This design comes from an exercise in tuning for small area, a short achievable clock period and few clock cycles per item on the open sky130 flow, not from production work. Only simulation tests tie the RTL to the original design; equivalence was not proved. Power figures rest on the tool's default switching activity, not on a simulated workload.

--- design/flow/design.v ---
`timescale 1ns / 1ps
module dijkstra_mod(
    input clk,
    input rst,
    input start,
    input [7:0] src,
    input [7:0] dest,
    output reg path_ready,
    output reg [95:0] path
    );
  function [7:0] attach(input [7:0] c);
    begin
      attach = c;
      if (c[3:0] == 4'd0) attach[3:0] = 4'd1;
      else case (c[7:4])
        4'h0: attach[7:4] = 4'h1;
        4'h2: attach[7:4] = (c[3] | (c[2] & c[1])) ? 4'h1 : 4'h3;
        4'h4: attach[7:4] = 4'h3;
        4'h5: attach[7:4] = 4'h6;
        4'h7: attach[7:4] = 4'h6;
        4'h8: attach[7:4] = 4'h9;
        4'hA: attach[7:4] = (c[3] | (c[2] & c[1])) ? 4'hB : 4'h9;
        4'hC: attach[7:4] = 4'hB;
        default: ;
      endcase
    end
  endfunction
  function is_stub(input [7:0] c);
    is_stub = (c[3:0] == 4'd0) || !(c[7:4] == 4'h1 || c[7:4] == 4'h3 || c[7:4] == 4'h6 || c[7:4] == 4'h9 || c[7:4] == 4'hB);
  endfunction
  function [13:0] prm1(input [7:0] h);
    case (h)
      8'h11: prm1 = {4'd1, 4'd1, 4'd0, 1'b0, 1'b1};
      8'h16: prm1 = {4'd6, 4'd6, 4'd0, 1'b0, 1'b1};
      8'h17: prm1 = {4'd7, 4'd7, 4'd0, 1'b0, 1'b1};
      8'h18: prm1 = {4'd8, 4'd8, 4'd0, 1'b0, 1'b1};
      8'h19: prm1 = {4'd9, 4'd9, 4'd0, 1'b0, 1'b1};
      8'h31: prm1 = {4'd1, 4'd1, 4'd0, 1'b0, 1'b0};
      8'h32: prm1 = {4'd1, 4'd1, 4'd0, 1'b0, 1'b0};
      8'h33: prm1 = {4'd1, 4'd1, 4'd0, 1'b0, 1'b0};
      8'h34: prm1 = {4'd1, 4'd1, 4'd0, 1'b0, 1'b0};
      8'h35: prm1 = {4'd1, 4'd9, 4'd7, 1'b0, 1'b0};
      8'h61: prm1 = {4'd1, 4'd1, 4'd0, 1'b0, 1'b0};
      8'h62: prm1 = {4'd1, 4'd9, 4'd7, 1'b0, 1'b0};
      8'h63: prm1 = {4'd1, 4'd9, 4'd6, 1'b0, 1'b0};
      8'h64: prm1 = {4'd1, 4'd9, 4'd0, 1'b0, 1'b0};
      8'h65: prm1 = {4'd1, 4'd9, 4'd0, 1'b0, 1'b0};
      8'h66: prm1 = {4'd1, 4'd9, 4'd0, 1'b0, 1'b0};
      8'h67: prm1 = {4'd1, 4'd9, 4'd0, 1'b0, 1'b0};
      8'h68: prm1 = {4'd1, 4'd9, 4'd0, 1'b0, 1'b0};
      8'h69: prm1 = {4'd1, 4'd9, 4'd0, 1'b0, 1'b0};
      8'h91: prm1 = {4'd1, 4'd9, 4'd7, 1'b0, 1'b0};
      8'h92: prm1 = {4'd1, 4'd9, 4'd6, 1'b0, 1'b0};
      8'h93: prm1 = {4'd1, 4'd9, 4'd0, 1'b0, 1'b0};
      8'h94: prm1 = {4'd1, 4'd9, 4'd0, 1'b0, 1'b0};
      8'h95: prm1 = {4'd1, 4'd9, 4'd0, 1'b0, 1'b0};
      8'hB1: prm1 = {4'd1, 4'd9, 4'd7, 1'b0, 1'b0};
      8'hB6: prm1 = {4'd1, 4'd9, 4'd0, 1'b0, 1'b0};
      8'hB7: prm1 = {4'd1, 4'd9, 4'd0, 1'b0, 1'b0};
      8'hB8: prm1 = {4'd1, 4'd9, 4'd0, 1'b0, 1'b0};
      8'hB9: prm1 = {4'd1, 4'd9, 4'd0, 1'b0, 1'b0};
      default: prm1 = 14'bx;
    endcase
  endfunction
  function [13:0] prm3(input [7:0] h);
    case (h)
      8'h11: prm3 = {4'd1, 4'd1, 4'd0, 1'b0, 1'b0};
      8'h16: prm3 = {4'd1, 4'd1, 4'd0, 1'b0, 1'b0};
      8'h17: prm3 = {4'd1, 4'd1, 4'd0, 1'b0, 1'b0};
      8'h18: prm3 = {4'd1, 4'd1, 4'd0, 1'b0, 1'b0};
      8'h19: prm3 = {4'd1, 4'd5, 4'd3, 1'b0, 1'b0};
      8'h31: prm3 = {4'd1, 4'd1, 4'd0, 1'b0, 1'b1};
      8'h32: prm3 = {4'd2, 4'd2, 4'd0, 1'b0, 1'b1};
      8'h33: prm3 = {4'd3, 4'd3, 4'd0, 1'b0, 1'b1};
      8'h34: prm3 = {4'd4, 4'd4, 4'd0, 1'b0, 1'b1};
      8'h35: prm3 = {4'd5, 4'd5, 4'd0, 1'b0, 1'b1};
      8'h61: prm3 = {4'd1, 4'd1, 4'd0, 1'b1, 1'b0};
      8'h62: prm3 = {4'd1, 4'd5, 4'd3, 1'b1, 1'b0};
      8'h63: prm3 = {4'd1, 4'd5, 4'd2, 1'b1, 1'b0};
      8'h64: prm3 = {4'd1, 4'd5, 4'd0, 1'b1, 1'b0};
      8'h65: prm3 = {4'd1, 4'd5, 4'd0, 1'b1, 1'b0};
      8'h66: prm3 = {4'd1, 4'd5, 4'd0, 1'b1, 1'b0};
      8'h67: prm3 = {4'd1, 4'd5, 4'd0, 1'b1, 1'b0};
      8'h68: prm3 = {4'd1, 4'd5, 4'd0, 1'b1, 1'b0};
      8'h69: prm3 = {4'd1, 4'd5, 4'd0, 1'b1, 1'b0};
      8'h91: prm3 = {4'd1, 4'd5, 4'd3, 1'b1, 1'b0};
      8'h92: prm3 = {4'd1, 4'd5, 4'd3, 1'b1, 1'b0};
      8'h93: prm3 = {4'd1, 4'd5, 4'd2, 1'b1, 1'b0};
      8'h94: prm3 = {4'd1, 4'd5, 4'd0, 1'b1, 1'b0};
      8'h95: prm3 = {4'd1, 4'd5, 4'd0, 1'b1, 1'b0};
      8'hB1: prm3 = {4'd1, 4'd5, 4'd3, 1'b1, 1'b0};
      8'hB6: prm3 = {4'd1, 4'd5, 4'd3, 1'b1, 1'b0};
      8'hB7: prm3 = {4'd1, 4'd5, 4'd2, 1'b1, 1'b0};
      8'hB8: prm3 = {4'd1, 4'd5, 4'd0, 1'b1, 1'b0};
      8'hB9: prm3 = {4'd1, 4'd5, 4'd0, 1'b1, 1'b0};
      default: prm3 = 14'bx;
    endcase
  endfunction
  function [13:0] prm6(input [7:0] h);
    case (h)
      8'h11: prm6 = {4'd1, 4'd1, 4'd0, 1'b0, 1'b0};
      8'h16: prm6 = {4'd1, 4'd9, 4'd3, 1'b0, 1'b0};
      8'h17: prm6 = {4'd1, 4'd9, 4'd2, 1'b0, 1'b0};
      8'h18: prm6 = {4'd1, 4'd9, 4'd0, 1'b0, 1'b0};
      8'h19: prm6 = {4'd1, 4'd9, 4'd0, 1'b0, 1'b0};
      8'h31: prm6 = {4'd1, 4'd1, 4'd0, 1'b0, 1'b0};
      8'h32: prm6 = {4'd1, 4'd5, 4'd3, 1'b0, 1'b0};
      8'h33: prm6 = {4'd1, 4'd5, 4'd2, 1'b0, 1'b0};
      8'h34: prm6 = {4'd1, 4'd5, 4'd0, 1'b0, 1'b0};
      8'h35: prm6 = {4'd1, 4'd5, 4'd0, 1'b0, 1'b0};
      8'h61: prm6 = {4'd1, 4'd1, 4'd0, 1'b0, 1'b1};
      8'h62: prm6 = {4'd2, 4'd2, 4'd0, 1'b0, 1'b1};
      8'h63: prm6 = {4'd3, 4'd3, 4'd0, 1'b0, 1'b1};
      8'h64: prm6 = {4'd4, 4'd4, 4'd0, 1'b0, 1'b1};
      8'h65: prm6 = {4'd5, 4'd5, 4'd0, 1'b0, 1'b1};
      8'h66: prm6 = {4'd6, 4'd6, 4'd0, 1'b0, 1'b1};
      8'h67: prm6 = {4'd7, 4'd7, 4'd0, 1'b0, 1'b1};
      8'h68: prm6 = {4'd8, 4'd8, 4'd0, 1'b0, 1'b1};
      8'h69: prm6 = {4'd9, 4'd9, 4'd0, 1'b0, 1'b1};
      8'h91: prm6 = {4'd2, 4'd2, 4'd0, 1'b0, 1'b0};
      8'h92: prm6 = {4'd2, 4'd6, 4'd4, 1'b0, 1'b0};
      8'h93: prm6 = {4'd2, 4'd6, 4'd3, 1'b0, 1'b0};
      8'h94: prm6 = {4'd2, 4'd6, 4'd0, 1'b0, 1'b0};
      8'h95: prm6 = {4'd2, 4'd6, 4'd0, 1'b0, 1'b0};
      8'hB1: prm6 = {4'd2, 4'd2, 4'd0, 1'b0, 1'b0};
      8'hB6: prm6 = {4'd2, 4'd9, 4'd4, 1'b1, 1'b0};
      8'hB7: prm6 = {4'd2, 4'd9, 4'd3, 1'b1, 1'b0};
      8'hB8: prm6 = {4'd2, 4'd9, 4'd0, 1'b1, 1'b0};
      8'hB9: prm6 = {4'd9, 4'd9, 4'd0, 1'b1, 1'b0};
      default: prm6 = 14'bx;
    endcase
  endfunction
  function [13:0] prm9(input [7:0] h);
    case (h)
      8'h11: prm9 = {4'd1, 4'd1, 4'd0, 1'b0, 1'b0};
      8'h16: prm9 = {4'd1, 4'd5, 4'd3, 1'b0, 1'b0};
      8'h17: prm9 = {4'd1, 4'd5, 4'd2, 1'b0, 1'b0};
      8'h18: prm9 = {4'd1, 4'd5, 4'd0, 1'b0, 1'b0};
      8'h19: prm9 = {4'd1, 4'd5, 4'd0, 1'b0, 1'b0};
      8'h31: prm9 = {4'd1, 4'd1, 4'd0, 1'b0, 1'b0};
      8'h32: prm9 = {4'd1, 4'd5, 4'd3, 1'b0, 1'b0};
      8'h33: prm9 = {4'd1, 4'd5, 4'd2, 1'b0, 1'b0};
      8'h34: prm9 = {4'd1, 4'd5, 4'd0, 1'b0, 1'b0};
      8'h35: prm9 = {4'd1, 4'd5, 4'd0, 1'b0, 1'b0};
      8'h61: prm9 = {4'd1, 4'd1, 4'd0, 1'b0, 1'b0};
      8'h62: prm9 = {4'd1, 4'd5, 4'd3, 1'b0, 1'b0};
      8'h63: prm9 = {4'd1, 4'd5, 4'd2, 1'b0, 1'b0};
      8'h64: prm9 = {4'd1, 4'd5, 4'd0, 1'b0, 1'b0};
      8'h65: prm9 = {4'd1, 4'd5, 4'd0, 1'b0, 1'b0};
      8'h66: prm9 = {4'd1, 4'd5, 4'd0, 1'b0, 1'b0};
      8'h67: prm9 = {4'd1, 4'd5, 4'd0, 1'b0, 1'b0};
      8'h68: prm9 = {4'd1, 4'd5, 4'd0, 1'b0, 1'b0};
      8'h69: prm9 = {4'd1, 4'd5, 4'd0, 1'b0, 1'b0};
      8'h91: prm9 = {4'd1, 4'd1, 4'd0, 1'b0, 1'b1};
      8'h92: prm9 = {4'd2, 4'd2, 4'd0, 1'b0, 1'b1};
      8'h93: prm9 = {4'd3, 4'd3, 4'd0, 1'b0, 1'b1};
      8'h94: prm9 = {4'd4, 4'd4, 4'd0, 1'b0, 1'b1};
      8'h95: prm9 = {4'd5, 4'd5, 4'd0, 1'b0, 1'b1};
      8'hB1: prm9 = {4'd1, 4'd1, 4'd0, 1'b1, 1'b0};
      8'hB6: prm9 = {4'd1, 4'd1, 4'd0, 1'b1, 1'b0};
      8'hB7: prm9 = {4'd1, 4'd1, 4'd0, 1'b1, 1'b0};
      8'hB8: prm9 = {4'd1, 4'd1, 4'd0, 1'b1, 1'b0};
      8'hB9: prm9 = {4'd1, 4'd5, 4'd3, 1'b1, 1'b0};
      default: prm9 = 14'bx;
    endcase
  endfunction
  function [13:0] prmB(input [7:0] h);
    case (h)
      8'h11: prmB = {4'd1, 4'd1, 4'd0, 1'b0, 1'b0};
      8'h16: prmB = {4'd1, 4'd9, 4'd0, 1'b0, 1'b0};
      8'h17: prmB = {4'd1, 4'd9, 4'd0, 1'b0, 1'b0};
      8'h18: prmB = {4'd1, 4'd9, 4'd0, 1'b0, 1'b0};
      8'h19: prmB = {4'd1, 4'd9, 4'd0, 1'b0, 1'b0};
      8'h31: prmB = {4'd1, 4'd1, 4'd0, 1'b0, 1'b0};
      8'h32: prmB = {4'd1, 4'd9, 4'd7, 1'b0, 1'b0};
      8'h33: prmB = {4'd1, 4'd9, 4'd6, 1'b0, 1'b0};
      8'h34: prmB = {4'd1, 4'd9, 4'd0, 1'b0, 1'b0};
      8'h35: prmB = {4'd1, 4'd9, 4'd0, 1'b0, 1'b0};
      8'h61: prmB = {4'd1, 4'd1, 4'd0, 1'b0, 1'b0};
      8'h62: prmB = {4'd1, 4'd9, 4'd7, 1'b0, 1'b0};
      8'h63: prmB = {4'd1, 4'd9, 4'd6, 1'b0, 1'b0};
      8'h64: prmB = {4'd1, 4'd9, 4'd0, 1'b0, 1'b0};
      8'h65: prmB = {4'd1, 4'd9, 4'd0, 1'b0, 1'b0};
      8'h66: prmB = {4'd1, 4'd9, 4'd0, 1'b0, 1'b0};
      8'h67: prmB = {4'd1, 4'd9, 4'd0, 1'b0, 1'b0};
      8'h68: prmB = {4'd1, 4'd9, 4'd0, 1'b0, 1'b0};
      8'h69: prmB = {4'd1, 4'd9, 4'd0, 1'b0, 1'b0};
      8'h91: prmB = {4'd1, 4'd1, 4'd0, 1'b0, 1'b0};
      8'h92: prmB = {4'd1, 4'd1, 4'd0, 1'b0, 1'b0};
      8'h93: prmB = {4'd1, 4'd1, 4'd0, 1'b0, 1'b0};
      8'h94: prmB = {4'd1, 4'd9, 4'd8, 1'b0, 1'b0};
      8'h95: prmB = {4'd1, 4'd9, 4'd7, 1'b0, 1'b0};
      8'hB1: prmB = {4'd1, 4'd1, 4'd0, 1'b0, 1'b1};
      8'hB6: prmB = {4'd6, 4'd6, 4'd0, 1'b0, 1'b1};
      8'hB7: prmB = {4'd7, 4'd7, 4'd0, 1'b0, 1'b1};
      8'hB8: prmB = {4'd8, 4'd8, 4'd0, 1'b0, 1'b1};
      8'hB9: prmB = {4'd9, 4'd9, 4'd0, 1'b0, 1'b1};
      default: prmB = 14'bx;
    endcase
  endfunction
  function [7:0] xlink(input [7:0] c, input y);
    case (c)
      8'h11: xlink = 8'h31;
      8'h19: xlink = 8'h69;
      8'h31: xlink = y ? 8'h61 : 8'h11;
      8'h35: xlink = 8'h65;
      8'h61: xlink = 8'h31;
      8'h62: xlink = 8'h91;
      8'h65: xlink = 8'h35;
      8'h66: xlink = 8'h95;
      8'h69: xlink = y ? 8'hB9 : 8'h19;
      8'h91: xlink = y ? 8'hB1 : 8'h61;
      8'h95: xlink = 8'h65;
      8'hB1: xlink = 8'h91;
      8'hB9: xlink = 8'h69;
      default: xlink = 8'bx;
    endcase
  endfunction
  function [7:0] hubpred(input [7:0] c, input [13:0] p, input [7:0] s);
    reg [3:0] col, e1, e2, t;
    reg y, ins;
    begin
      col = c[3:0];
      {e1, e2, t, y, ins} = p;
      if (col == e1 || col == e2)
        hubpred = ins ? s : xlink(c, y);
      else if (col < e1 || (col < e2 && col > t))
        hubpred = {c[7:4], (col == 4'd1 && c[7] == c[5]) ? 4'd6 : col + 4'd1};
      else
        hubpred = {c[7:4], (col == 4'd6 && c[7] == c[5]) ? 4'd1 : col - 4'd1};
    end
  endfunction
  reg [7:0] s_q;
  reg [7:0] cur;
  reg busy;
  reg [2:0] win;
  wire [7:0] hs = attach(s_q);
  wire [13:0] p1 = prm1(hs);
  wire [13:0] p3 = prm3(hs);
  wire [13:0] p6 = prm6(hs);
  wire [13:0] p9 = prm9(hs);
  wire [13:0] pB = prmB(hs);
  wire [7:0] c [0:2];
  wire hit [0:2];
  assign c[0] = cur;
  genvar gi;
  generate for (gi = 0; gi < 2; gi = gi + 1) begin : unit
    wire [7:0] ci = c[gi];
    wire h = (gi == 0 ? !busy : hit[gi-1]) || ci == s_q;
    reg [13:0] pp;
    always @* begin
      case (ci[7:4])
        4'h1: pp = p1;
        4'h3: pp = p3;
        4'h6: pp = p6;
        4'h9: pp = p9;
        4'hB: pp = pB;
        default: pp = 14'bx;
      endcase
    end
    assign hit[gi] = h;
    assign c[gi+1] = h ? 8'd0 : is_stub(ci) ? attach(ci) : hubpred(ci, pp, s_q);
  end endgenerate
  wire fin = hit[1] || c[2] == s_q || win == 3'd5;
  integer j;
  always @(posedge clk) begin
    if (rst) begin
      busy <= 1'b0;
      path_ready <= 1'b0;
    end else if (!busy) begin
      if (start) begin
        busy <= 1'b1;
        path_ready <= 1'b0;
        s_q <= src;
        cur <= dest;
        win <= 3'd0;
        path[7:0] <= dest;
        path[1*8 +: 8] <= c[1];
        path[2*8 +: 8] <= c[2];
        path[3*8 +: 8] <= c[1];
        path[4*8 +: 8] <= c[2];
        path[5*8 +: 8] <= c[1];
        path[6*8 +: 8] <= c[2];
        path[7*8 +: 8] <= c[1];
        path[8*8 +: 8] <= c[2];
        path[9*8 +: 8] <= c[1];
        path[10*8 +: 8] <= c[2];
        path[11*8 +: 8] <= c[1];
      end
    end else begin
      cur <= c[2];
      win <= win + 3'd1;
      if (fin) begin
        busy <= 1'b0;
        path_ready <= 1'b1;
      end
      if (win == 3'd0) path[1*8 +: 8] <= c[1];
      if (win == 3'd0) path[2*8 +: 8] <= c[2];
      if (win == 3'd1) path[3*8 +: 8] <= c[1];
      if (win == 3'd1) path[4*8 +: 8] <= c[2];
      if (win == 3'd2) path[5*8 +: 8] <= c[1];
      if (win == 3'd2) path[6*8 +: 8] <= c[2];
      if (win == 3'd3) path[7*8 +: 8] <= c[1];
      if (win == 3'd3) path[8*8 +: 8] <= c[2];
      if (win == 3'd4) path[9*8 +: 8] <= c[1];
      if (win == 3'd4) path[10*8 +: 8] <= c[2];
      if (win == 3'd5) path[11*8 +: 8] <= c[1];
    end
  end
endmodule
--- design/flow/run.sh ---
#!/bin/bash
# synth_recipe.tcl (not shown) runs the flow's synth.tcl, then flattens the netlist and writes it again
# the make line also repeats each setting of config.mk as NAME=value (left out here)
make -C /OpenROAD-flow-scripts/flow DESIGN_CONFIG=/design/flow/config.mk WORK_HOME=/design/flow/orfs CLKGATE_MAP_FILE= SYNTH_SCRIPT=/design/flow/synth_recipe.tcl finish
--- design/flow/config.mk ---
export PLATFORM = sky130hd
export DESIGN_NAME = dijkstra_mod
export DESIGN_NICKNAME = dijkstra_mod
export VERILOG_FILES = /design/flow/design.v
export SDC_FILE = /design/flow/constraint.sdc
export NUM_CORES = 4
export LEC_CHECK = 0
export CAP_MARGIN = 20
export CORE_MARGIN = 2
export CORE_UTILIZATION = 30
export SLEW_MARGIN = 20
export SYNTH_MEMORY_MAX_BITS = 65536
--- design/flow/constraint.sdc ---
create_clock -name core_clock -period 20.0 [get_ports {clk}]
set_input_delay 4.0000 -clock core_clock [delete_from_list [all_inputs] [get_ports {clk}]]
set_output_delay 4.0000 -clock core_clock [all_outputs]
set_load 0.01 [all_outputs]
==> results by group <==
STA
  • Clk_skew: 0.0159 ns
  • Setup TNS Final: 0 ns
  • RSZ-0062 raised after global routing: false
  • Fmax: 87.1 MHz
  • Slew Viols, Final: 0
  • Final Worst Setup Slack: 8.51 ns
  • Min Tclk post-route: 11.49 ns
  • Slew margin rel.: 29.5%
  • Worst Max-Slew Pin Slew: 1.06 ns
  • # setup viols final: 0
  • Final Hold Viols: 0
  • Final period util: 57.4%

Setup path
  • Worst Path Arrival: 11.80 ns
  • Reg2reg start: s_q[5]
  • Crit path required time: 20.31 ns
  • R2R Path End: path_ready
  • Slowest-stage cell, CP: edfxtp_1
  • Reg2reg path depth: 35
  • CP Capture Type: flip-flop
  • Startpoint class of the critical path: flip-flop
  • Reg2reg setup slack: 8.51 ns
  • CP Max Fanout: 20
  • Crit path largest cell delay: 0.88 ns
  • Crit Path Class: reg2reg

Yosys
  • Post-Synth Adder-Cell Area: 5.69%
  • Unique masters post-synth: 85
  • Simple-Gate Fraction of Synth Area: 21.6%
  • Post-synth EDFFs: 115
  • Synthesized area per cell: 9.17 um2
  • Async set or reset register ratio after synthesis: 0%
  • Flops & latches, synth: 117
  • Mapped Area: 0.00858 mm2
  • Mapped Cells: 936
  • Post-synthesis xor/xnor area fraction: 2.04%
  • Syn nets: 994
  • Mux share of post-synthesis cell area: 0.539%
  • Post-synthesis compound-gate area fraction: 25.1%
  • Synth Flop Type: edfxtp_1
  • Largest family of logic cells by synthesized area: compound AO/OA/AOI/OAI gates
  • Sequential fraction of the synthesis area: 40.7%
  • Yosys warns: 1

Worst hold path
  • Hold path start: path_ready
  • Worst Hold Class: reg2reg
  • WHS Endpoint: path_ready
  • WHS Path Cells: 2

Cells and area
  • Final net count: 1,092
  • Util after Layout: 38.4%
  • Post-Layout Cell Count: 1,425
  • Area growth syn-to-layout: 25.4%
  • Share of cells above drive strength 1: 7.45%
  • Antenna cells: 0

Clocking
  • Maximum clock insertion buffer count: 2
  • Post-CTS Resized: 0
  • Total CTS buffers: 17
  • Clock Sink Count: 117
  • Clock latency on the worst-skew pair: 0.41 ns
  • Number of setup buffers added after CTS: 0
  • Post-CTS Hold Buffers: 0
  • H-tree levels: 4
  • Root Driver: clkbuf_16
  • Reg clk slew, reported paths: 0.06 ns
  • CTS tree: done

Floorplanning
  • # IOs: 116
  • DIE HEIGHT: 173 um
  • Core region area: 0.0280 mm2
  • Full die area: 0.0300 mm2
  • Die W: 173 um
  • Initial Utilization: 30.6%
  • Rows: 61

Pwr
  • Combinational share of power: 38.4%
  • Sw frac: 37.1%
  • P_int: 661 uW
  • Maximum vdd drop: 0.0571 mV
  • Clock share of power: 29.5%
  • Leak: 0.00380 uW
  • Power per cell area: 97.6 mW/mm2
  • Sequential share of power: 32.1%
  • Net Switching: 390 uW

Placed design
  • Post-place setup slack: 8.93 ns
  • Placed cell count: 1,393
  • RD Place Congestion: 0.970
  • Final HPWL DP: 23,700 um
  • Port Buf Inserts: 115

Routing
  • DR pass1 iterations: 7
  • Drc violations: 0
  • Initial drt markers: 1,180
  • Via/cell ratio: 6.01
  • Wirelength per Cell: 22.5 um
  • Wirelength, routed: 32,100 um
  • Total number of vias: 8,568
  • Post-route ant nets: 0

GRT
  • First-pass GRT wire length: 49,100 um
  • Met2 GRT Util: 33.0%
  • Met1 global-route usage: 28.6%
  • GR met3 Demand/Resource: 3.45%
  • Vias in the first global route: 8,120
  • GRT busiest layer: met2
  • Pin count of the biggest net entering global routing: 36
  • Initial antenna violation count: 1
  • Grt ovf: 0
  • GR Util All Layers: 20.8%

Job
  • # Max-Cap Violations: 0

Run status
  • Status: complete, no violations
## Yosys cell counts, types with 18 or more instances
master / instances / area, um2
nor3_1: 20 / 100
inv_1: 25 / 93.8
a21oi_1: 62 / 310
nor2_1: 76 / 285
ha_1: 39 / 488
clkbuf_1: 45 / 169
edfxtp_1: 115 / 3450
a211oi_1: 19 / 143
xnor2_1: 18 / 158
nand3_1: 36 / 180
o21ai_0: 59 / 295
nand2_1: 83 / 312
and3_1: 18 / 113
## power groups by stage
stage	Combinational (uW)	Clock, uW	Sequential (uW)
after global placement	395	0	342
after global routing	435	324	341
after detailed placement	395	0	341
after floorplan	242	0	342
final	404	310	337
after CTS	396	313	337
## registers in the layout (all words and copies together) (netlist names)
signal,cells
path,96
cur,8
s_q,8
win,3
busy,1
path_ready,1
## worst max-delay path by stage
stage	from	end	slack (ns)
after floorplan	s_q[4]	busy	11.31
after global placement	s_q[0]	busy	8.98
after detailed placement	s_q[0]	busy	8.93
after CTS	s_q[0]	path_ready	8.90
after global routing	s_q[5]	path_ready	7.94
final	s_q[5]	path_ready	8.51
## cells in the final DEF, fill, tap and decap left out, types with 15 or more instances in the layout
| master | instances |
|---|---|
| edfxtp_1 | 115 |
| clkdlybuf4s50_1 | 115 |
| nand2_1 | 83 |
| nor2_1 | 76 |
| a21oi_1 | 62 |
| o21ai_0 | 59 |
| ha_1 | 39 |
| nand3_1 | 36 |
| buf_4 | 27 |
| inv_1 | 25 |
| nor3_1 | 20 |
| a211oi_1 | 19 |
| xnor2_1 | 18 |
| and3_1 | 18 |
| o211ai_1 | 17 |
| clkbuf_16 | 17 |
| nor2b_1 | 16 |
| nor4_1 | 16 |
| a21o_1 | 15 |
## worst max-delay path: cells and delay by family, from the launching register on
family | cells | cell delay (ns)
adder cells (fa/ha/maj) | 2 | 0.44
buffers and inverters | 3 | 1.16
AO/OA/AOI/OAI | 16 | 5.37
AND/OR/NAND/NOR | 13 | 3.39
flip-flops | 1 | 0.88
XOR/XNOR | 1 | 0.13
## cells by family (layout without fill, tap and decap cells)
group,count (synthesis),count (layout)
compound gates,312,312
mux,4,4
simple gates,354,354
fa+ha+maj,39,39
xor+xnor,20,20
flops,117,117
buf+inv,90,201
## metal layers
| metal | up-vias | wire length (um) |
|---|---|---|
| li1 | 3870 | - |
| met1 | 4064 | 13900 |
| met2 | 555 | 14600 |
| met3 | 77 | 2780 |
| met4 | 2 | 837 |
| met5 | - | 13 |
## stage by stage
stage | hold slack (ns) | total power (uW) | cell area [um2]
after detailed placement | 0.517 | 736 | 10200
after global placement | 0.505 | 736 | 10200
after global routing | 0.579 | 1100 | 10800
after CTS | 0.525 | 1050 | 10800
after floorplan | 0.521 | 584 | 8580
final | 0.525 | 1050 | 10800
## area by class of cell
type	instances	area, um2
clock buffers	18	429
clock inverters	14	175
fillers	2777	17200
inverters	27	101
multi-input cells	729	4740
flip-flops and latches	117	3490
well taps	378	473
repair buffers	142	1350
Testbench counts, summed over its fixed seeds: cycles 278, queries 64.

[what the ideal ports hide]
The results above use ideal ports. As a check the final layout listed here was re-extracted and re-timed, cells and wires unchanged. Step 1 assumes that a clkbuf_16 drives the clock port and a buf_2 every other input. Step 2 moves the port delays by t, midway between the first and last clock arrival at a register: inputs arrive t later, outputs are due t later. That takes back most of the time a late clock gives input paths. Slacks: ideal / step 1 / step 2; pairs: ideal / step 1.
t (ns): 0.445
setup slack, ns: 8.512 / 8.512 / 8.512
worst setup path at the end: register to register
slew at the worst register clock pin (ns): 0.06 / 0.06
worst slew at a driven data input, ns: 0.05
After both steps setup and hold are still met in this run. The setup slack of this run moves by 0.000 ns with the drivers and by 0.000 ns with both steps.
